What follows belongs to an exercise in optimizing a design on an open flow for small area, a short achievable clock period and few clock cycles per item; a production flow would make more cautious choices. The RTL of this run was laid out without a check of its function.

==> flow/config.mk <==
export PLATFORM = sky130hd
export DESIGN_NAME = fpmultiplier
export DESIGN_NICKNAME = fpmultiplier
export VERILOG_FILES = /design/flow/design.v
export SDC_FILE = /design/flow/constraint.sdc
export NUM_CORES = 4
export LEC_CHECK = 0
export ABC_CLOCK_PERIOD_IN_PS = 3500
export CAP_MARGIN = 20
export CORE_MARGIN = 2
export CORE_UTILIZATION = 40
export CTS_BUF_LIST = sky130_fd_sc_hd__clkbuf_4 sky130_fd_sc_hd__clkbuf_8
export PLACE_DENSITY = 0.6
export SETUP_SLACK_MARGIN = 5
export SLEW_MARGIN = 20
==> flow/constraint.sdc <==
create_clock -name core_clock -period 9.0 [get_ports {clock}]
set_input_delay 1.8000 -clock core_clock [delete_from_list [all_inputs] [get_ports {clock}]]
set_output_delay 1.8000 -clock core_clock [all_outputs]
set_load 0.01 [all_outputs]
==> flow/design.v <==
module fpmultiplier (output logic [31:0] product, output logic ready,
		input logic [31:0] a, input logic clock, nreset);
logic s_a, s_b, s_x1, s_x2, s_x3, s_f;
always_ff @(posedge clock, negedge nreset)
  if (~nreset) begin
    s_a <= 1'b0; s_b <= 1'b0; s_x1 <= 1'b0; s_x2 <= 1'b0; s_x3 <= 1'b0; s_f <= 1'b0;
    ready <= 1'b0;
  end else begin
    s_a <= ~(s_a | s_b | s_x1 | s_x2 | s_x3 | s_f);
    s_b <= s_a;
    s_x1 <= s_b;
    s_x2 <= s_x1;
    s_x3 <= s_x2;
    s_f <= s_x3;
    ready <= s_f;
  end
logic [8:0] rse1, rse2;
logic [22:0] ra_f;
always_ff @(posedge clock) begin
  rse1 <= a[31:23];
  rse2 <= rse1;
  if (s_a) ra_f <= a[22:0];
end
logic [35:0] enc;
logic [34:0] dg;
logic [23:0] fb_ext;
assign fb_ext = {a[22:0], 1'b0};
assign enc[0] = fb_ext[1] ^ fb_ext[0];
assign enc[1] = (fb_ext[2] & ~fb_ext[1] & ~fb_ext[0]) | (~fb_ext[2] & fb_ext[1] & fb_ext[0]);
assign enc[2] = fb_ext[2];
assign enc[3] = fb_ext[3] ^ fb_ext[2];
assign enc[4] = (fb_ext[4] & ~fb_ext[3] & ~fb_ext[2]) | (~fb_ext[4] & fb_ext[3] & fb_ext[2]);
assign enc[5] = fb_ext[4];
assign enc[6] = fb_ext[5] ^ fb_ext[4];
assign enc[7] = (fb_ext[6] & ~fb_ext[5] & ~fb_ext[4]) | (~fb_ext[6] & fb_ext[5] & fb_ext[4]);
assign enc[8] = fb_ext[6];
assign enc[9] = fb_ext[7] ^ fb_ext[6];
assign enc[10] = (fb_ext[8] & ~fb_ext[7] & ~fb_ext[6]) | (~fb_ext[8] & fb_ext[7] & fb_ext[6]);
assign enc[11] = fb_ext[8];
assign enc[12] = fb_ext[9] ^ fb_ext[8];
assign enc[13] = (fb_ext[10] & ~fb_ext[9] & ~fb_ext[8]) | (~fb_ext[10] & fb_ext[9] & fb_ext[8]);
assign enc[14] = fb_ext[10];
assign enc[15] = fb_ext[11] ^ fb_ext[10];
assign enc[16] = (fb_ext[12] & ~fb_ext[11] & ~fb_ext[10]) | (~fb_ext[12] & fb_ext[11] & fb_ext[10]);
assign enc[17] = fb_ext[12];
assign enc[18] = fb_ext[13] ^ fb_ext[12];
assign enc[19] = (fb_ext[14] & ~fb_ext[13] & ~fb_ext[12]) | (~fb_ext[14] & fb_ext[13] & fb_ext[12]);
assign enc[20] = fb_ext[14];
assign enc[21] = fb_ext[15] ^ fb_ext[14];
assign enc[22] = (fb_ext[16] & ~fb_ext[15] & ~fb_ext[14]) | (~fb_ext[16] & fb_ext[15] & fb_ext[14]);
assign enc[23] = fb_ext[16];
assign enc[24] = fb_ext[17] ^ fb_ext[16];
assign enc[25] = (fb_ext[18] & ~fb_ext[17] & ~fb_ext[16]) | (~fb_ext[18] & fb_ext[17] & fb_ext[16]);
assign enc[26] = fb_ext[18];
assign enc[27] = fb_ext[19] ^ fb_ext[18];
assign enc[28] = (fb_ext[20] & ~fb_ext[19] & ~fb_ext[18]) | (~fb_ext[20] & fb_ext[19] & fb_ext[18]);
assign enc[29] = fb_ext[20];
assign enc[30] = fb_ext[21] ^ fb_ext[20];
assign enc[31] = (fb_ext[22] & ~fb_ext[21] & ~fb_ext[20]) | (~fb_ext[22] & fb_ext[21] & fb_ext[20]);
assign enc[32] = fb_ext[22];
assign enc[33] = fb_ext[23] ^ fb_ext[22];
assign enc[34] = fb_ext[23] & fb_ext[22];
assign enc[35] = 1'b0;
logic [22:0] pf;
always_ff @(posedge clock) begin
  dg[0] <= s_f ? pf[0] : s_b ? enc[0] : dg[12];
  dg[1] <= s_f ? pf[1] : s_b ? enc[1] : dg[13];
  dg[2] <= s_f ? pf[2] : s_b ? enc[2] : dg[14];
  dg[3] <= s_f ? pf[3] : s_b ? enc[3] : dg[15];
  dg[4] <= s_f ? pf[4] : s_b ? enc[4] : dg[16];
  dg[5] <= s_f ? pf[5] : s_b ? enc[5] : dg[17];
  dg[6] <= s_f ? pf[6] : s_b ? enc[6] : dg[18];
  dg[7] <= s_f ? pf[7] : s_b ? enc[7] : dg[19];
  dg[8] <= s_f ? pf[8] : s_b ? enc[8] : dg[20];
  dg[9] <= s_f ? pf[9] : s_b ? enc[9] : dg[21];
  dg[10] <= s_f ? pf[10] : s_b ? enc[10] : dg[22];
  dg[11] <= s_f ? pf[11] : s_b ? enc[11] : dg[23];
  dg[12] <= s_f ? pf[12] : s_b ? enc[12] : dg[24];
  dg[13] <= s_f ? pf[13] : s_b ? enc[13] : dg[25];
  dg[14] <= s_f ? pf[14] : s_b ? enc[14] : dg[26];
  dg[15] <= s_f ? pf[15] : s_b ? enc[15] : dg[27];
  dg[16] <= s_f ? pf[16] : s_b ? enc[16] : dg[28];
  dg[17] <= s_f ? pf[17] : s_b ? enc[17] : dg[29];
  dg[18] <= s_f ? pf[18] : s_b ? enc[18] : dg[30];
  dg[19] <= s_f ? pf[19] : s_b ? enc[19] : dg[31];
  dg[20] <= s_f ? pf[20] : s_b ? enc[20] : dg[32];
  dg[21] <= s_f ? pf[21] : s_b ? enc[21] : dg[33];
  dg[22] <= s_f ? pf[22] : s_b ? enc[22] : dg[34];
  dg[23] <= s_b ? enc[23] : 1'b0;
  dg[24] <= enc[24];
  dg[25] <= enc[25];
  dg[26] <= enc[26];
  dg[27] <= enc[27];
  dg[28] <= enc[28];
  dg[29] <= enc[29];
  dg[30] <= enc[30];
  dg[31] <= enc[31];
  dg[32] <= enc[32];
  dg[33] <= enc[33];
  dg[34] <= enc[34];
end
logic bnz;
assign bnz = |(dg & 35'o33333333333);
logic [7:0] ea, eb;
logic za, zb, fa, fb, nana, nanb, infa, infb;
assign ea = rse2[7:0];
assign eb = rse1[7:0];
assign za = (ea == 8'd0);
assign zb = (eb == 8'd0);
assign fa = (ea == 8'hff);
assign fb = (eb == 8'hff);
assign nana = fa & (ra_f != 23'd0);
assign nanb = fb & bnz;
assign infa = fa & (ra_f == 23'd0);
assign infb = fb & ~bnz;
logic sp_nan, sp_inf, sp_zero, special;
assign sp_nan = nana | nanb | ((infa | infb) & (za | zb));
assign sp_inf = (infa | infb) & ~sp_nan;
assign sp_zero = (za | zb) & ~fa & ~fb;
assign special = fa | fb | za | zb;
logic [8:0] esum;
assign esum = {1'b0, ea} + {1'b0, eb};
logic [7:0] r_e, pe;
logic r_sign, r_nan, r_i0, r_i1, r_z0, r_z1;
always_ff @(posedge clock)
  if (s_x1 | s_f) r_e <= s_f ? pe : esum[7:0] + 8'd129;
always_ff @(posedge clock)
  if (s_x1) begin
    r_sign <= rse2[8] ^ rse1[8];
    r_nan <= sp_nan;
    r_i0 <= sp_nan | sp_inf | (~special & (esum >= 9'd382));
    r_i1 <= sp_nan | sp_inf | (~special & (esum >= 9'd381));
    r_z0 <= sp_zero | (~special & (esum <= 9'd127));
    r_z1 <= sp_zero | (~special & (esum <= 9'd126));
  end
logic [24:0] ma, ma2;
assign ma = {2'b01, ra_f};
assign ma2 = {1'b1, ra_f, 1'b0};
logic [3:0] bone, btwo, bneg, nneg;
assign bone[0] = dg[0];
assign btwo[0] = dg[1];
assign bneg[0] = dg[2];
assign nneg[0] = ~dg[2];
assign bone[1] = dg[3];
assign btwo[1] = dg[4];
assign bneg[1] = dg[5];
assign nneg[1] = ~dg[5];
assign bone[2] = dg[6];
assign btwo[2] = dg[7];
assign bneg[2] = dg[8];
assign nneg[2] = ~dg[8];
assign bone[3] = dg[9];
assign btwo[3] = dg[10];
assign bneg[3] = dg[11];
assign nneg[3] = ~dg[11];
logic [24:0] pp0, pp1, pp2, pp3;
assign pp0 = (({25{bone[0]}} & ma) | ({25{btwo[0]}} & ma2)) ^ {25{bneg[0]}};
assign pp1 = (({25{bone[1]}} & ma) | ({25{btwo[1]}} & ma2)) ^ {25{bneg[1]}};
assign pp2 = (({25{bone[2]}} & ma) | ({25{btwo[2]}} & ma2)) ^ {25{bneg[2]}};
assign pp3 = (({25{bone[3]}} & ma) | ({25{btwo[3]}} & ma2)) ^ {25{bneg[3]}};
logic [32:0] acc_s, acc_c;
logic [24:0] as_in, ac_in;
logic [8:0] low;
assign low = {1'b0, acc_s[7:0]} + {1'b0, acc_c[7:0]};
logic cl_in;
logic g_first, g_last;
always_ff @(posedge clock) begin
  g_first <= s_b;
  g_last <= s_x2;
end
assign cl_in = ~g_first & low[8];
assign as_in = g_first ? 25'd0 : acc_s[32:8];
assign ac_in = g_first ? 25'd0 : acc_c[32:8];
logic [23:0] ma_last;
assign ma_last = g_last ? {1'b1, ra_f} : 24'd0;
logic ts1, tc1, ts2, tc2, ts3, tc3, ts4, tc4, ts5, tc5, ts6, tc6, ts7, tc7, ts8, tc8, ts9, tc9, ts10, tc10, ts11, tc11, ts12, tc12, ts13, tc13, ts14, tc14, ts15, tc15, ts16, tc16, ts17, tc17, ts18, tc18, ts19, tc19, ts20, tc20, ts21, tc21, ts22, tc22, ts23, tc23, ts24, tc24, ts25, tc25, ts26, tc26, ts27, tc27, ts28, tc28, ts29, tc29, ts30, tc30, ts31, tc31, ts32, tc32, ts33, tc33, ts34, tc34, ts35, tc35, ts36, tc36, ts37, tc37, ts38, tc38, ts39, tc39, ts40, tc40, ts41, tc41, ts42, tc42, ts43, tc43, ts44, tc44, ts45, tc45, ts46, tc46, ts47, tc47, ts48, tc48, ts49, tc49, ts50, tc50, ts51, tc51, ts52, tc52, ts53, tc53, ts54, tc54, ts55, tc55, ts56, tc56, ts57, tc57, ts58, tc58, ts59, tc59, ts60, tc60, ts61, tc61, ts62, tc62, ts63, tc63, ts64, tc64, ts65, tc65, ts66, tc66, ts67, tc67, ts68, tc68, ts69, tc69, ts70, tc70, ts71, tc71, ts72, tc72, ts73, tc73, ts74, tc74, ts75, tc75, ts76, tc76, ts77, tc77, ts78, tc78, ts79, tc79, ts80, tc80, ts81, tc81, ts82, tc82, ts83, tc83, ts84, tc84, ts85, tc85, ts86, tc86, ts87, tc87, ts88, tc88, ts89, tc89, ts90, tc90, ts91, tc91, ts92, tc92, ts93, tc93, ts94, tc94, ts95, tc95, ts96, tc96, ts97, tc97, ts98, tc98, ts99, tc99, ts100, tc100, ts101, tc101, ts102, tc102, ts103, tc103, ts104, tc104, ts105, tc105, ts106, tc106, ts107, tc107, ts108, tc108, ts109, tc109, ts110, tc110, ts111, tc111, ts112, tc112, ts113, tc113, ts114, tc114, ts115, tc115, ts116, tc116, ts117, tc117, ts118, tc118, ts119, tc119, ts120, tc120, ts121, tc121, ts122, tc122, ts123, tc123, ts124, tc124, ts125, tc125, ts126, tc126, ts127, tc127, ts128, tc128, ts129, tc129, ts130, tc130, ts131, tc131, ts132, tc132, ts133, tc133, ts134, tc134;
assign ts1 = as_in[6] ^ ac_in[6];
assign tc1 = as_in[6] & ac_in[6];
assign ts2 = as_in[7] ^ ac_in[7] ^ ma_last[0];
assign tc2 = (as_in[7] & ac_in[7]) | (as_in[7] & ma_last[0]) | (ac_in[7] & ma_last[0]);
assign ts3 = as_in[8] ^ ac_in[8] ^ ma_last[1];
assign tc3 = (as_in[8] & ac_in[8]) | (as_in[8] & ma_last[1]) | (ac_in[8] & ma_last[1]);
assign ts4 = as_in[9] ^ ac_in[9] ^ ma_last[2];
assign tc4 = (as_in[9] & ac_in[9]) | (as_in[9] & ma_last[2]) | (ac_in[9] & ma_last[2]);
assign ts5 = as_in[10] ^ ac_in[10] ^ ma_last[3];
assign tc5 = (as_in[10] & ac_in[10]) | (as_in[10] & ma_last[3]) | (ac_in[10] & ma_last[3]);
assign ts6 = as_in[11] ^ ac_in[11] ^ ma_last[4];
assign tc6 = (as_in[11] & ac_in[11]) | (as_in[11] & ma_last[4]) | (ac_in[11] & ma_last[4]);
assign ts7 = as_in[12] ^ ac_in[12] ^ ma_last[5];
assign tc7 = (as_in[12] & ac_in[12]) | (as_in[12] & ma_last[5]) | (ac_in[12] & ma_last[5]);
assign ts8 = as_in[13] ^ ac_in[13] ^ ma_last[6];
assign tc8 = (as_in[13] & ac_in[13]) | (as_in[13] & ma_last[6]) | (ac_in[13] & ma_last[6]);
assign ts9 = as_in[14] ^ ac_in[14] ^ ma_last[7];
assign tc9 = (as_in[14] & ac_in[14]) | (as_in[14] & ma_last[7]) | (ac_in[14] & ma_last[7]);
assign ts10 = as_in[15] ^ ac_in[15] ^ ma_last[8];
assign tc10 = (as_in[15] & ac_in[15]) | (as_in[15] & ma_last[8]) | (ac_in[15] & ma_last[8]);
assign ts11 = as_in[16] ^ ac_in[16] ^ ma_last[9];
assign tc11 = (as_in[16] & ac_in[16]) | (as_in[16] & ma_last[9]) | (ac_in[16] & ma_last[9]);
assign ts12 = as_in[17] ^ ac_in[17] ^ ma_last[10];
assign tc12 = (as_in[17] & ac_in[17]) | (as_in[17] & ma_last[10]) | (ac_in[17] & ma_last[10]);
assign ts13 = as_in[18] ^ ac_in[18] ^ ma_last[11];
assign tc13 = (as_in[18] & ac_in[18]) | (as_in[18] & ma_last[11]) | (ac_in[18] & ma_last[11]);
assign ts14 = as_in[19] ^ ac_in[19] ^ ma_last[12];
assign tc14 = (as_in[19] & ac_in[19]) | (as_in[19] & ma_last[12]) | (ac_in[19] & ma_last[12]);
assign ts15 = as_in[20] ^ ac_in[20] ^ ma_last[13];
assign tc15 = (as_in[20] & ac_in[20]) | (as_in[20] & ma_last[13]) | (ac_in[20] & ma_last[13]);
assign ts16 = as_in[21] ^ ac_in[21] ^ ma_last[14];
assign tc16 = (as_in[21] & ac_in[21]) | (as_in[21] & ma_last[14]) | (ac_in[21] & ma_last[14]);
assign ts17 = as_in[22] ^ ac_in[22] ^ ma_last[15];
assign tc17 = (as_in[22] & ac_in[22]) | (as_in[22] & ma_last[15]) | (ac_in[22] & ma_last[15]);
assign ts18 = as_in[23] ^ ac_in[23] ^ ma_last[16];
assign tc18 = (as_in[23] & ac_in[23]) | (as_in[23] & ma_last[16]) | (ac_in[23] & ma_last[16]);
assign ts19 = as_in[24] ^ ac_in[24] ^ ma_last[17];
assign tc19 = (as_in[24] & ac_in[24]) | (as_in[24] & ma_last[17]) | (ac_in[24] & ma_last[17]);
assign ts20 = s_x1 ^ ma_last[18];
assign tc20 = s_x1 & ma_last[18];
assign ts21 = as_in[0] ^ ac_in[0];
assign tc21 = as_in[0] & ac_in[0];
assign ts22 = as_in[2] ^ ac_in[2];
assign tc22 = as_in[2] & ac_in[2];
assign ts23 = as_in[3] ^ ac_in[3];
assign tc23 = as_in[3] & ac_in[3];
assign ts24 = as_in[4] ^ ac_in[4] ^ bneg[2];
assign tc24 = (as_in[4] & ac_in[4]) | (as_in[4] & bneg[2]) | (ac_in[4] & bneg[2]);
assign ts25 = pp0[4] ^ pp1[2];
assign tc25 = pp0[4] & pp1[2];
assign ts26 = as_in[5] ^ ac_in[5] ^ pp0[5];
assign tc26 = (as_in[5] & ac_in[5]) | (as_in[5] & pp0[5]) | (ac_in[5] & pp0[5]);
assign ts27 = pp1[3] ^ pp2[1];
assign tc27 = pp1[3] & pp2[1];
assign ts28 = ts1 ^ bneg[3] ^ pp0[6];
assign tc28 = (ts1 & bneg[3]) | (ts1 & pp0[6]) | (bneg[3] & pp0[6]);
assign ts29 = pp1[4] ^ pp2[2] ^ pp3[0];
assign tc29 = (pp1[4] & pp2[2]) | (pp1[4] & pp3[0]) | (pp2[2] & pp3[0]);
assign ts30 = tc1 ^ ts2 ^ pp0[7];
assign tc30 = (tc1 & ts2) | (tc1 & pp0[7]) | (ts2 & pp0[7]);
assign ts31 = pp1[5] ^ pp2[3] ^ pp3[1];
assign tc31 = (pp1[5] & pp2[3]) | (pp1[5] & pp3[1]) | (pp2[3] & pp3[1]);
assign ts32 = ts3 ^ tc2 ^ pp0[8];
assign tc32 = (ts3 & tc2) | (ts3 & pp0[8]) | (tc2 & pp0[8]);
assign ts33 = pp1[6] ^ pp2[4] ^ pp3[2];
assign tc33 = (pp1[6] & pp2[4]) | (pp1[6] & pp3[2]) | (pp2[4] & pp3[2]);
assign ts34 = ts4 ^ tc3 ^ pp0[9];
assign tc34 = (ts4 & tc3) | (ts4 & pp0[9]) | (tc3 & pp0[9]);
assign ts35 = pp1[7] ^ pp2[5] ^ pp3[3];
assign tc35 = (pp1[7] & pp2[5]) | (pp1[7] & pp3[3]) | (pp2[5] & pp3[3]);
assign ts36 = ts5 ^ tc4 ^ pp0[10];
assign tc36 = (ts5 & tc4) | (ts5 & pp0[10]) | (tc4 & pp0[10]);
assign ts37 = pp1[8] ^ pp2[6] ^ pp3[4];
assign tc37 = (pp1[8] & pp2[6]) | (pp1[8] & pp3[4]) | (pp2[6] & pp3[4]);
assign ts38 = ts6 ^ tc5 ^ pp0[11];
assign tc38 = (ts6 & tc5) | (ts6 & pp0[11]) | (tc5 & pp0[11]);
assign ts39 = pp1[9] ^ pp2[7] ^ pp3[5];
assign tc39 = (pp1[9] & pp2[7]) | (pp1[9] & pp3[5]) | (pp2[7] & pp3[5]);
assign ts40 = ts7 ^ tc6 ^ pp0[12];
assign tc40 = (ts7 & tc6) | (ts7 & pp0[12]) | (tc6 & pp0[12]);
assign ts41 = pp1[10] ^ pp2[8] ^ pp3[6];
assign tc41 = (pp1[10] & pp2[8]) | (pp1[10] & pp3[6]) | (pp2[8] & pp3[6]);
assign ts42 = ts8 ^ tc7 ^ pp0[13];
assign tc42 = (ts8 & tc7) | (ts8 & pp0[13]) | (tc7 & pp0[13]);
assign ts43 = pp1[11] ^ pp2[9] ^ pp3[7];
assign tc43 = (pp1[11] & pp2[9]) | (pp1[11] & pp3[7]) | (pp2[9] & pp3[7]);
assign ts44 = ts9 ^ tc8 ^ pp0[14];
assign tc44 = (ts9 & tc8) | (ts9 & pp0[14]) | (tc8 & pp0[14]);
assign ts45 = pp1[12] ^ pp2[10] ^ pp3[8];
assign tc45 = (pp1[12] & pp2[10]) | (pp1[12] & pp3[8]) | (pp2[10] & pp3[8]);
assign ts46 = ts10 ^ tc9 ^ pp0[15];
assign tc46 = (ts10 & tc9) | (ts10 & pp0[15]) | (tc9 & pp0[15]);
assign ts47 = pp1[13] ^ pp2[11] ^ pp3[9];
assign tc47 = (pp1[13] & pp2[11]) | (pp1[13] & pp3[9]) | (pp2[11] & pp3[9]);
assign ts48 = ts11 ^ tc10 ^ pp0[16];
assign tc48 = (ts11 & tc10) | (ts11 & pp0[16]) | (tc10 & pp0[16]);
assign ts49 = pp1[14] ^ pp2[12] ^ pp3[10];
assign tc49 = (pp1[14] & pp2[12]) | (pp1[14] & pp3[10]) | (pp2[12] & pp3[10]);
assign ts50 = ts12 ^ tc11 ^ pp0[17];
assign tc50 = (ts12 & tc11) | (ts12 & pp0[17]) | (tc11 & pp0[17]);
assign ts51 = pp1[15] ^ pp2[13] ^ pp3[11];
assign tc51 = (pp1[15] & pp2[13]) | (pp1[15] & pp3[11]) | (pp2[13] & pp3[11]);
assign ts52 = ts13 ^ tc12 ^ pp0[18];
assign tc52 = (ts13 & tc12) | (ts13 & pp0[18]) | (tc12 & pp0[18]);
assign ts53 = pp1[16] ^ pp2[14] ^ pp3[12];
assign tc53 = (pp1[16] & pp2[14]) | (pp1[16] & pp3[12]) | (pp2[14] & pp3[12]);
assign ts54 = ts14 ^ tc13 ^ pp0[19];
assign tc54 = (ts14 & tc13) | (ts14 & pp0[19]) | (tc13 & pp0[19]);
assign ts55 = pp1[17] ^ pp2[15] ^ pp3[13];
assign tc55 = (pp1[17] & pp2[15]) | (pp1[17] & pp3[13]) | (pp2[15] & pp3[13]);
assign ts56 = ts15 ^ tc14 ^ pp0[20];
assign tc56 = (ts15 & tc14) | (ts15 & pp0[20]) | (tc14 & pp0[20]);
assign ts57 = pp1[18] ^ pp2[16] ^ pp3[14];
assign tc57 = (pp1[18] & pp2[16]) | (pp1[18] & pp3[14]) | (pp2[16] & pp3[14]);
assign ts58 = ts16 ^ tc15 ^ pp0[21];
assign tc58 = (ts16 & tc15) | (ts16 & pp0[21]) | (tc15 & pp0[21]);
assign ts59 = pp1[19] ^ pp2[17] ^ pp3[15];
assign tc59 = (pp1[19] & pp2[17]) | (pp1[19] & pp3[15]) | (pp2[17] & pp3[15]);
assign ts60 = ts17 ^ tc16 ^ pp0[22];
assign tc60 = (ts17 & tc16) | (ts17 & pp0[22]) | (tc16 & pp0[22]);
assign ts61 = pp1[20] ^ pp2[18] ^ pp3[16];
assign tc61 = (pp1[20] & pp2[18]) | (pp1[20] & pp3[16]) | (pp2[18] & pp3[16]);
assign ts62 = ts18 ^ tc17 ^ pp0[23];
assign tc62 = (ts18 & tc17) | (ts18 & pp0[23]) | (tc17 & pp0[23]);
assign ts63 = pp1[21] ^ pp2[19] ^ pp3[17];
assign tc63 = (pp1[21] & pp2[19]) | (pp1[21] & pp3[17]) | (pp2[19] & pp3[17]);
assign ts64 = ts19 ^ tc18 ^ pp0[24];
assign tc64 = (ts19 & tc18) | (ts19 & pp0[24]) | (tc18 & pp0[24]);
assign ts65 = pp1[22] ^ pp2[20] ^ pp3[18];
assign tc65 = (pp1[22] & pp2[20]) | (pp1[22] & pp3[18]) | (pp2[20] & pp3[18]);
assign ts66 = ts20 ^ nneg[0] ^ tc19;
assign tc66 = (ts20 & nneg[0]) | (ts20 & tc19) | (nneg[0] & tc19);
assign ts67 = pp1[23] ^ pp2[21] ^ pp3[19];
assign tc67 = (pp1[23] & pp2[21]) | (pp1[23] & pp3[19]) | (pp2[21] & pp3[19]);
assign ts68 = 1'b1 ^ ma_last[19] ^ tc20;
assign tc68 = (1'b1 & ma_last[19]) | (1'b1 & tc20) | (ma_last[19] & tc20);
assign ts69 = pp1[24] ^ pp2[22] ^ pp3[20];
assign tc69 = (pp1[24] & pp2[22]) | (pp1[24] & pp3[20]) | (pp2[22] & pp3[20]);
assign ts70 = ma_last[20] ^ nneg[1] ^ pp2[23];
assign tc70 = (ma_last[20] & nneg[1]) | (ma_last[20] & pp2[23]) | (nneg[1] & pp2[23]);
assign ts71 = 1'b1 ^ ma_last[21];
assign tc71 = 1'b1 & ma_last[21];
assign ts72 = ts21 ^ bneg[0];
assign tc72 = ts21 & bneg[0];
assign ts73 = as_in[1] ^ ac_in[1] ^ tc21;
assign tc73 = (as_in[1] & ac_in[1]) | (as_in[1] & tc21) | (ac_in[1] & tc21);
assign ts74 = ts22 ^ bneg[1] ^ pp0[2];
assign tc74 = (ts22 & bneg[1]) | (ts22 & pp0[2]) | (bneg[1] & pp0[2]);
assign ts75 = ts23 ^ tc22 ^ pp0[3];
assign tc75 = (ts23 & tc22) | (ts23 & pp0[3]) | (tc22 & pp0[3]);
assign ts76 = tc23 ^ ts24 ^ pp2[0];
assign tc76 = (tc23 & ts24) | (tc23 & pp2[0]) | (ts24 & pp2[0]);
assign ts77 = tc24 ^ ts27 ^ tc25;
assign tc77 = (tc24 & ts27) | (tc24 & tc25) | (ts27 & tc25);
assign ts78 = tc27 ^ ts28 ^ ts29;
assign tc78 = (tc27 & ts28) | (tc27 & ts29) | (ts28 & ts29);
assign ts79 = ts30 ^ ts31 ^ tc28;
assign tc79 = (ts30 & ts31) | (ts30 & tc28) | (ts31 & tc28);
assign ts80 = ts32 ^ ts33 ^ tc30;
assign tc80 = (ts32 & ts33) | (ts32 & tc30) | (ts33 & tc30);
assign ts81 = ts34 ^ ts35 ^ tc32;
assign tc81 = (ts34 & ts35) | (ts34 & tc32) | (ts35 & tc32);
assign ts82 = ts36 ^ ts37 ^ tc34;
assign tc82 = (ts36 & ts37) | (ts36 & tc34) | (ts37 & tc34);
assign ts83 = ts38 ^ ts39 ^ tc36;
assign tc83 = (ts38 & ts39) | (ts38 & tc36) | (ts39 & tc36);
assign ts84 = ts40 ^ ts41 ^ tc38;
assign tc84 = (ts40 & ts41) | (ts40 & tc38) | (ts41 & tc38);
assign ts85 = ts42 ^ ts43 ^ tc40;
assign tc85 = (ts42 & ts43) | (ts42 & tc40) | (ts43 & tc40);
assign ts86 = ts44 ^ ts45 ^ tc42;
assign tc86 = (ts44 & ts45) | (ts44 & tc42) | (ts45 & tc42);
assign ts87 = ts46 ^ ts47 ^ tc44;
assign tc87 = (ts46 & ts47) | (ts46 & tc44) | (ts47 & tc44);
assign ts88 = ts48 ^ ts49 ^ tc46;
assign tc88 = (ts48 & ts49) | (ts48 & tc46) | (ts49 & tc46);
assign ts89 = ts50 ^ ts51 ^ tc48;
assign tc89 = (ts50 & ts51) | (ts50 & tc48) | (ts51 & tc48);
assign ts90 = ts52 ^ ts53 ^ tc50;
assign tc90 = (ts52 & ts53) | (ts52 & tc50) | (ts53 & tc50);
assign ts91 = ts54 ^ ts55 ^ tc52;
assign tc91 = (ts54 & ts55) | (ts54 & tc52) | (ts55 & tc52);
assign ts92 = ts56 ^ ts57 ^ tc54;
assign tc92 = (ts56 & ts57) | (ts56 & tc54) | (ts57 & tc54);
assign ts93 = ts58 ^ ts59 ^ tc56;
assign tc93 = (ts58 & ts59) | (ts58 & tc56) | (ts59 & tc56);
assign ts94 = ts60 ^ ts61 ^ tc58;
assign tc94 = (ts60 & ts61) | (ts60 & tc58) | (ts61 & tc58);
assign ts95 = ts62 ^ ts63 ^ tc60;
assign tc95 = (ts62 & ts63) | (ts62 & tc60) | (ts63 & tc60);
assign ts96 = ts64 ^ ts65 ^ tc62;
assign tc96 = (ts64 & ts65) | (ts64 & tc62) | (ts65 & tc62);
assign ts97 = ts66 ^ ts67 ^ tc64;
assign tc97 = (ts66 & ts67) | (ts66 & tc64) | (ts67 & tc64);
assign ts98 = ts68 ^ tc66 ^ ts69;
assign tc98 = (ts68 & tc66) | (ts68 & ts69) | (tc66 & ts69);
assign ts99 = tc68 ^ pp3[21] ^ ts70;
assign tc99 = (tc68 & pp3[21]) | (tc68 & ts70) | (pp3[21] & ts70);
assign ts100 = ts71 ^ pp2[24] ^ pp3[22];
assign tc100 = (ts71 & pp2[24]) | (ts71 & pp3[22]) | (pp2[24] & pp3[22]);
assign ts101 = ma_last[22] ^ tc71 ^ nneg[2];
assign tc101 = (ma_last[22] & tc71) | (ma_last[22] & nneg[2]) | (tc71 & nneg[2]);
assign ts102 = 1'b1 ^ ma_last[23];
assign tc102 = 1'b1 & ma_last[23];
assign ts103 = cl_in ^ ts72;
assign tc103 = cl_in & ts72;
assign ts104 = tc72 ^ ts73 ^ pp0[1];
assign tc104 = (tc72 & ts73) | (tc72 & pp0[1]) | (ts73 & pp0[1]);
assign ts105 = tc73 ^ pp1[0] ^ ts74;
assign tc105 = (tc73 & pp1[0]) | (tc73 & ts74) | (pp1[0] & ts74);
assign ts106 = pp1[1] ^ ts75 ^ tc74;
assign tc106 = (pp1[1] & ts75) | (pp1[1] & tc74) | (ts75 & tc74);
assign ts107 = ts25 ^ ts76 ^ tc75;
assign tc107 = (ts25 & ts76) | (ts25 & tc75) | (ts76 & tc75);
assign ts108 = ts26 ^ tc76 ^ ts77;
assign tc108 = (ts26 & tc76) | (ts26 & ts77) | (tc76 & ts77);
assign ts109 = tc26 ^ tc77 ^ ts78;
assign tc109 = (tc26 & tc77) | (tc26 & ts78) | (tc77 & ts78);
assign ts110 = tc29 ^ ts79 ^ tc78;
assign tc110 = (tc29 & ts79) | (tc29 & tc78) | (ts79 & tc78);
assign ts111 = tc31 ^ ts80 ^ tc79;
assign tc111 = (tc31 & ts80) | (tc31 & tc79) | (ts80 & tc79);
assign ts112 = tc33 ^ ts81 ^ tc80;
assign tc112 = (tc33 & ts81) | (tc33 & tc80) | (ts81 & tc80);
assign ts113 = tc35 ^ ts82 ^ tc81;
assign tc113 = (tc35 & ts82) | (tc35 & tc81) | (ts82 & tc81);
assign ts114 = tc37 ^ ts83 ^ tc82;
assign tc114 = (tc37 & ts83) | (tc37 & tc82) | (ts83 & tc82);
assign ts115 = tc39 ^ ts84 ^ tc83;
assign tc115 = (tc39 & ts84) | (tc39 & tc83) | (ts84 & tc83);
assign ts116 = tc41 ^ ts85 ^ tc84;
assign tc116 = (tc41 & ts85) | (tc41 & tc84) | (ts85 & tc84);
assign ts117 = tc43 ^ ts86 ^ tc85;
assign tc117 = (tc43 & ts86) | (tc43 & tc85) | (ts86 & tc85);
assign ts118 = tc45 ^ ts87 ^ tc86;
assign tc118 = (tc45 & ts87) | (tc45 & tc86) | (ts87 & tc86);
assign ts119 = tc47 ^ ts88 ^ tc87;
assign tc119 = (tc47 & ts88) | (tc47 & tc87) | (ts88 & tc87);
assign ts120 = tc49 ^ ts89 ^ tc88;
assign tc120 = (tc49 & ts89) | (tc49 & tc88) | (ts89 & tc88);
assign ts121 = tc51 ^ ts90 ^ tc89;
assign tc121 = (tc51 & ts90) | (tc51 & tc89) | (ts90 & tc89);
assign ts122 = tc53 ^ ts91 ^ tc90;
assign tc122 = (tc53 & ts91) | (tc53 & tc90) | (ts91 & tc90);
assign ts123 = tc55 ^ ts92 ^ tc91;
assign tc123 = (tc55 & ts92) | (tc55 & tc91) | (ts92 & tc91);
assign ts124 = tc57 ^ ts93 ^ tc92;
assign tc124 = (tc57 & ts93) | (tc57 & tc92) | (ts93 & tc92);
assign ts125 = tc59 ^ ts94 ^ tc93;
assign tc125 = (tc59 & ts94) | (tc59 & tc93) | (ts94 & tc93);
assign ts126 = tc61 ^ ts95 ^ tc94;
assign tc126 = (tc61 & ts95) | (tc61 & tc94) | (ts95 & tc94);
assign ts127 = tc63 ^ ts96 ^ tc95;
assign tc127 = (tc63 & ts96) | (tc63 & tc95) | (ts96 & tc95);
assign ts128 = tc65 ^ ts97 ^ tc96;
assign tc128 = (tc65 & ts97) | (tc65 & tc96) | (ts97 & tc96);
assign ts129 = tc67 ^ ts98 ^ tc97;
assign tc129 = (tc67 & ts98) | (tc67 & tc97) | (ts98 & tc97);
assign ts130 = tc69 ^ ts99 ^ tc98;
assign tc130 = (tc69 & ts99) | (tc69 & tc98) | (ts99 & tc98);
assign ts131 = ts100 ^ tc70 ^ tc99;
assign tc131 = (ts100 & tc70) | (ts100 & tc99) | (tc70 & tc99);
assign ts132 = ts101 ^ pp3[23] ^ tc100;
assign tc132 = (ts101 & pp3[23]) | (ts101 & tc100) | (pp3[23] & tc100);
assign ts133 = ts102 ^ pp3[24] ^ tc101;
assign tc133 = (ts102 & pp3[24]) | (ts102 & tc101) | (pp3[24] & tc101);
assign ts134 = tc102 ^ nneg[3];
assign tc134 = tc102 & nneg[3];
always_ff @(posedge clock) begin
  acc_s <= {1'b1, ts134, ts133, ts132, ts131, ts130, ts129, ts128, ts127, ts126, ts125, ts124, ts123, ts122, ts121, ts120, ts119, ts118, ts117, ts116, ts115, ts114, ts113, ts112, ts111, ts110, ts109, ts108, ts107, ts106, ts105, ts104, ts103};
  acc_c <= {tc134, tc133, tc132, tc131, tc130, tc129, tc128, tc127, tc126, tc125, tc124, tc123, tc122, tc121, tc120, tc119, tc118, tc117, tc116, tc115, tc114, tc113, tc112, tc111, tc110, tc109, tc108, tc107, tc106, tc105, tc104, tc103, pp0[0]};
end
logic [31:0] p;
assign p = acc_s[31:0] + acc_c[31:0];
logic hi, zr, ir;
assign hi = p[31];
assign zr = hi ? r_z1 : r_z0;
assign ir = hi ? r_i1 : r_i0;
assign pe = zr ? 8'd0 : ir ? 8'hff : (hi ? r_e + 8'd1 : r_e);
assign pf = (zr | ir) ? {22'd0, r_nan} : (hi ? p[30:8] : p[29:7]);
assign product = {r_sign, r_e, dg[22:0]};
endmodule
==> flow/flow/run.sh <==
#!/bin/bash
# The standard layout flow (standard.sh), run with a larger setup margin
# for the resizer's timing repair and a smaller cell for the port buffers
# (every port is still buffered). Clock, constraints and every step are
# otherwise unchanged.
set -euo pipefail
MARGIN=${MARGIN:-5.8}
sed -E "s/SETUP_SLACK_MARGIN=[-0-9.]+/SETUP_SLACK_MARGIN=$MARGIN/" standard.sh > standard_margin.sh
grep -q "SETUP_SLACK_MARGIN=$MARGIN" standard_margin.sh
bash standard_margin.sh "BUFFER_PORTS_ARGS=-buffer_cell sky130_fd_sc_hd__buf_2" finish > standard.log 2>&1
==> flow/standard.sh <==
#!/bin/bash
# synth_recipe.tcl (not shown) runs the flow's synth.tcl, then flattens the netlist and writes it again
# the make line also repeats each setting of config.mk as NAME=value (left out here)
make -C /OpenROAD-flow-scripts/flow DESIGN_CONFIG=/design/flow/config.mk WORK_HOME=/design/flow/orfs CLKGATE_MAP_FILE= SYNTH_SCRIPT=/design/flow/synth_recipe.tcl "${@:-finish}"
==> run_results.csv <==
group,metric,value,unit
floorplanning,die_h,182,µm
place,dpl.hpwl,26.7,mm
timing,hold_viol,0,
setup_path,crit_path_start_kind,"flip-flop",
floorplanning,core,0.0314,mm²
synthesis,syn-num-nets,1484,
cts,cts_tree,"yes",
routing,wl_per_cell,21.0,µm
routing,dr.pass1.iters,5,
timing,fin_setup_tns,0,ps
finish,area_growth,8.51,%
place,dp_cells,1650,
timing,grt_setup_unrepaired,"no",
flow_run,drv_cap,0,
cts,h-tree-depth,4,
setup_path,cp.required,7200,ps
routing,drcViolationCount,0,
global_routing,grt_max_degree,52,
synthesis,ys_seq_area_share,29.0,%
global_routing,first_global_vias,9632,
timing,max_slew_margin,52.4,%
floorplanning,boundaryPins,67,
min_path,hold_path.class,"flip-flop to flip-flop",
floorplanning,dieArea,0.0332,mm²
setup_path,max_stage_delay,350,ps
global_routing,grt-ovfl-total,0,
timing,setup_viol,0,
place,io_buffers,66,
setup_path,worstPathArrival,1350,ps
cts,clk_path_buf_depth,2,
routing,vias,9498,
routing,drt-initial-drc-count,848,
cts,clk_pin_slew,110,ps
routing,vias_per_cell,5.59,
timing,period_needed,3150,ps
timing,worst-slew-pin-transition,707,ps
synthesis,synth_area,0.0127,mm²
synthesis,syn_area_per_cell,9.97,µm²
synthesis,async_reset_ff_share,4.27,%
cts,cts.sinks,164,
setup_path,path_delay_family,"buffers and inverters",
timing,fmax,318,MHz
cts,cts_made_buffers,17,
synthesis,synth_seq_cells,164,
finish,finalCoreUtilization,44.0,%
global_routing,grt_use_total,21.9,%
setup_path,crit_chain,"buf_8 > buf_2",
finish,final_cells,1700,
synthesis,synthCells,1275,
setup_path,worstSetupPathType,"flip-flop to output pin",
floorplanning,die_w,182,µm
floorplanning,rows,65,
timing,finalCritPeriodShare,35.0,%
cts,cts_hold_buf,0,
cts,clock_tree.root_cell,"clkbuf_8",
place,routabilityCongestion,0.902,
floorplanning,start_util,40.5,%
setup_path,end_kind,"output pin",
synthesis,synth_edf_count,37,
global_routing,antenna_found_initial,1,
setup_path,critical_path_buf_inv_count,2,
setup_path,cp_slowest_cell,"dfxtp_1",
run_status,outcome,"no timing/DRC/antenna violations",
finish,nNetsFinal,1492,
finish,final_layout_size_suffix_gt1_share,13.0,%
synthesis,ys_warn_count,1,
setup_path,cp_max_fo,27,
timing,finClkSkew,29.0,ps
synthesis,synth_cell_types,81,
global_routing,grt_pass1_wl,55.7,mm
timing,slew_violations,0,
cts,clk_latency,490,ps
routing,drt.antenna.violating_nets,0,
routing,wl,35.7,mm
synthesis,synth_ff_type,"dfxtp_1",
[synthesized netlist by cell type, drive strengths merged (6+ instances only)]
cell type,n,share of area [%]
inv,124,3.7
fa,121,19
o21ai,28,1.2
a21boi,6,0.35
a21oi,43,1.8
nand3,23,0.91
xor2,21,1.4
xnor2,127,8.7
o211ai,12,0.75
a22o,7,0.48
nor2b,46,2.3
nor3,14,0.64
nand2b,7,0.34
buf,49,2.5
o21bai,9,0.53
o22ai,7,0.34
o21a,6,0.35
nor2,45,1.4
mux2i,16,1.3
a22oi,88,5.2
and2,23,1.1
edfxtp,37,8.7
nand2,50,1.5
clkbuf,59,1.8
nor4,14,0.69
nand4,15,0.79
or2,7,0.34
dfxtp,120,19
a211oi,10,0.67
dfrtp,7,1.4
a21o,11,0.65
ha,54,5.3
[flip-flops by register name, summed over array words and instances (netlist names), 8 cells and up]
name and cells:
rse1 9, acc_s 32, ra_f 23, rse2 9, r_e 8, dg 35
acc_c 33
[cells in the final DEF (no fill, tap or decap), types with 23 or more instances in the layout]
cell type	count
nor2_1	42
nor2b_1	46
nand2_1	49
inv_1	123
xnor2_1	127
and2_1	23
dfxtp_1	112
edfxtp_1	37
fa_1	121
nand3_1	23
ha_1	53
a22oi_1	88
buf_2	66
a21oi_1	40
o21ai_0	24
[worst reg2reg max path, cell delays in order (launching register included)]
cell,delay [ps]
dfxtp_1,340
ha_1,420
and4_4,300
and4_4,250
o311ai_4,150
nand2_1,150
and4_1,530
nor3_4,80
buf_4,180
buf_4,140
or2_1,260
a32o_1,230
[final cells by class]
cell class | instances | area (µm²)
Fill cell | 3039 | 17600
Timing Repair Buffer | 97 | 648
Multi-Input combinational cell | 879 | 8050
Clock inverter | 15 | 195
Inverter | 124 | 465
Clock buffer | 17 | 234
Tap cell | 402 | 503
Sequential cell | 164 | 3700
Antenna cell | 2 | 5.00
[logic make-up (layout without fill, tap and decap cells)]
logic type / after synthesis / count (layout) / share of synthesized area, %
fa+ha+maj: 175 / 175 / 24.4
compound gates: 272 / 272 / 15.9
buf+inv: 232 / 253 / 7.88
xor+xnor: 148 / 148 / 10.2
flops: 164 / 164 / 29.0
mux: 16 / 16 / 1.26
other cells: 0 / 2 / 0
simple gates: 268 / 268 / 11.4
[final timing paths]
check                               to      start  depth (start not counted)  slack (ps)
setup / recovery           product[11]     dg[11]                          2        5850
hold / removal                 rse2[8]    rse1[8]                          0         370
setup reg to reg                dg[12]  acc_c[12]                         11        5860
hold reg to reg                rse2[8]    rse1[8]                          0         370
max in group asynchronous          s_a     nreset                          1        7720
min in group asynchronous        ready     nreset                          1        1130
[stage by stage]
stage	cell area, µm²	worst slack, ps	hold WS [ps]
floorplan	12700	5900	349
global placement	13100	5670	356
detailed placement	13100	5660	359
CTS	13600	5730	377
global route	13800	5770	393
finish	13800	5850	373
[metal layers]
| layer | GRT usage (%) | vias up | wire length, µm |
|---|---|---|---|
| met4 | 6.61 | 0 | 724 |
| met3 | 4.03 | 41 | 1920 |
| met5 | 0 | - | 0 |
| met1 | 28.9 | 4801 | 15800 |
| met2 | 36.8 | 306 | 17300 |
| li1 | - | 4350 | - |
[repair_timing]
| action | in CTS | in global routing |
|---|---|---|
| gates resized for setup | 25 | 13 |
| pin swaps | 0 | 3 |
| cloned | 0 | 0 |
| setup buffers | 1 | 15 |
| endpoints found under the setup margin | 35 | 51 |

[static timing again, ports no longer ideal]
How much do the figures lean on ideal ports? The routed layout below was timed once more, with nothing changed but the port constraints. Step 1 (the two cells are an assumption about what drives the block):
set clk [get_ports {clock}]
set_driving_cell -lib_cell sky130_fd_sc_hd__clkbuf_16 $clk
set_driving_cell -lib_cell sky130_fd_sc_hd__buf_2 [delete_from_list [all_inputs] $clk]
Step 2 also shifts input and output timing later by t, the mid clock arrival at the registers, as if the neighbouring blocks saw the same clock. Three values: no drivers, after step 1, after step 2; two values: the first two.
t, ns: 0.520
slack for setup (ns): 5.854 / 5.807 / 5.863
latest minus earliest clock arrival (ns): 0.029 / 0.029
cell pins on the clock port's net: 1
After both steps this run still meets setup and hold. For this run, drivers alone change the setup slack by -0.047 ns; drivers and shift together by +0.009 ns.
